This is an optimization exercise on Yosys and OpenROAD, whose aim is small area, not a production implementation.
In this exercise RTL edits were held to simulation tests only and were not proved equivalent to the original.
No activity file was given, so power comes from the tool's default toggle rates.

==> build 81 <==
==> flow/design.v (excerpt) <==
module top (
    input axi_clk,axi_rst_n,
    output reg m_axis_valid,
    output [127:0] m_axis_data,
    input m_axis_ready,
    input s_axis_valid,
    input [63:0] s_axis_data,
    output s_axis_ready
);
    wire busy;
    systolic_array uut (
        .clk(axi_clk),
        .reset(axi_rst_n),
        .matrixA(s_axis_data[63:32]),
        .matrixB(s_axis_data[31:0]),
        .valid_in(s_axis_valid),
        .result(m_axis_data),
        .busy(busy)
    );
    assign s_axis_ready = 1'b1;
    always @(posedge axi_clk or negedge axi_rst_n) begin
        if (!axi_rst_n) m_axis_valid <= 1'b0;
        else            m_axis_valid <= !s_axis_valid;
    end
endmodule
clock: 8.0 ns
lec_check: 0
cap_margin: 20
core_margin: 2
core_utilization: 55
cts_cluster_diameter: 80
cts_cluster_size: 25
gpl_timing_driven: 0
place_density: 0.7
slew_margin: 20
standard.sh (not shown) runs the stock make flow with config.mk's settings and CLKGATE_MAP_FILE= SYNTH_SCRIPT=/design/flow/synth_recipe.tcl, a recipe that flattens the netlist after the stock synthesis.
==> flow/flow/run.sh <==
#!/bin/bash
# Layout flow: the standard synthesis (for the register set and names), then
# the combinational logic is replaced by the gate-level netlist that
# flow/gen.py builds (the same gates as rtl/), then the standard layout.
set -euo pipefail
R=orfs/results/sky130hd/top/base
bash standard.sh synth > synth.log 2>&1
cp $R/1_2_yosys.v $R/1_2_yosys_std.v
python3 flow/gen.py net $R/1_2_yosys_std.v $R/1_2_yosys.v > gen.log 2>&1
rm -f $R/1_synth.odb $R/1_synth.sdc
bash standard.sh "BUFFER_PORTS_ARGS=-buffer_cell sky130_fd_sc_hd__buf_1" finish > layout.log 2>&1
Other scripts of this flow, unchanged in this note and not shown: flow/flow/gen.py
==> inputs of build 61, as changes to build 81 <==
CORE_UTILIZATION = 65   (was 55)
CTS_CLUSTER_DIAMETER = 100   (was 80)
CTS_CLUSTER_SIZE = 30   (was 25)
PLACE_DENSITY = 0.8   (was 0.7)
==> comparison <==
Between build 61 and build 81, the lower die area is in build 61 (gap 15%, measured against build 81).
In sequential cell count, build 61 and build 81 do not differ.
Critical path depth: build 61 is lower than build 81 (2).
In synthesized cell count, build 61 and build 81 do not differ.
Between build 61 and build 81, the lower utilization is in build 81 (gap 12 points).
Of build 81 and build 61, build 61 has the higher global-route usage (gap 6.1 points).
Final area is about the same in build 81 and build 61.
In build 81 the first-iteration DRC count is lower than in build 61, by about 32%.


==> run a: inputs <==
Starting RTL as in the previous note.
export LEC_CHECK = 0
export CAP_MARGIN = 20
export CORE_MARGIN = 2
export CORE_UTILIZATION = 40
export PLACE_DENSITY = 0.6
export SLEW_MARGIN = 20
create_clock -name core_clock -period 8.0 [get_ports {axi_clk}]
==> flow/flow/run.sh <==
#!/bin/bash
# Layout flow: the standard synthesis (for the register set and names), then
# the combinational logic is replaced by the gate-level netlist that
# flow/gen.py builds (the same gates as rtl/), then the standard layout.
set -euo pipefail
R=orfs/results/sky130hd/top/base
bash standard.sh synth > synth.log 2>&1
cp $R/1_2_yosys.v $R/1_2_yosys_std.v
python3 flow/gen.py net $R/1_2_yosys_std.v $R/1_2_yosys.v > gen.log 2>&1
rm -f $R/1_synth.odb $R/1_synth.sdc
bash standard.sh finish > layout.log 2>&1
Other scripts of this flow, unchanged in this note and not shown: flow/flow/gen.py
==> inputs of run b, as changes to run a <==
--- a/flow/flow/run.sh
+++ b/flow/flow/run.sh
@@ -10,2 +10,2 @@
 rm -f $R/1_synth.odb $R/1_synth.sdc
-bash standard.sh finish > layout.log 2>&1
+bash standard.sh "BUFFER_PORTS_ARGS=-buffer_cell sky130_fd_sc_hd__buf_1" finish > layout.log 2>&1
Settings changed: GPL_TIMING_DRIVEN set to 0.
==> run notes <==
Run status: run b finished clean; run a finished clean
Achievable clock frequency: run b 0.128 GHz; run a 0.131 GHz
Max-Slew Margin vs Limit: run b 25.2%; run a 23.0%
First-pass GRT wire length: run b 168 mm; run a 168 mm
Met2 Use GR: run b 39.4%; run a 39.2%
CP Max Fanout: run b 28; run a 21
Multi-input combinational cell area: run b 27,400 um^2; run a 27,400 um^2
Number of cells on the worst reg-to-reg path: run b 19; run a 20
Worst-case clock skew: run b 0.0194 ns; run a 0.0300 ns
Multi-input logic portion of the cell area: run b 67.5%; run a 65.4%
Power consumed by combinational cells: run b 0.0120 W; run a 0.0125 W
Final Cycle Share: run b 97.3%; run a 95.6%
Layout cell share with drive strength beyond 1: run b 13.5%; run a 14.0%
End of the worst hold path: run b uut.row[1].col[1].mac.nacc[0]; run a uut.row[2].col[1].mac.nacc[0]

re-timing with driven ports:
The flow's constraints put no driver on any port. The routed layouts listed below were extracted and timed again, unchanged, in two steps.
Step 1, drivers: a clkbuf_16 drives axi_clk and a buf_2 each remaining input, both assumed.
Step 2 times the ports against the registers' clock, not the clock port: input delays grow and output delays shrink by t, the midpoint of the rising clock arrivals with the driver on.
a / b / c = ideal / step 1 / step 2; a / b = the first two.
run | t, ns | setup slack, ns | hold slack, ns | latest minus earliest clock arrival (ns) | worst slew at a driven data input, ns
build 81 | 0.647 | 0.128 / 0.128 / 0.128 | 0.498 / 0.498 / 0.498 | 0.035 / 0.035 | 0.04
build 61 | 0.637 | 0.125 / 0.125 / 0.125 | 0.502 / 0.502 / 0.502 | 0.062 / 0.063 | 0.04
run a | 0.649 | 0.355 / 0.355 / 0.355 | 0.492 / 0.492 / 0.492 | 0.032 / 0.032 | 0.09
run b | 0.656 | 0.217 / 0.217 / 0.217 | 0.492 / 0.492 / 0.492 | 0.026 / 0.026 | 0.05
After both steps setup and hold are still met in every run listed.
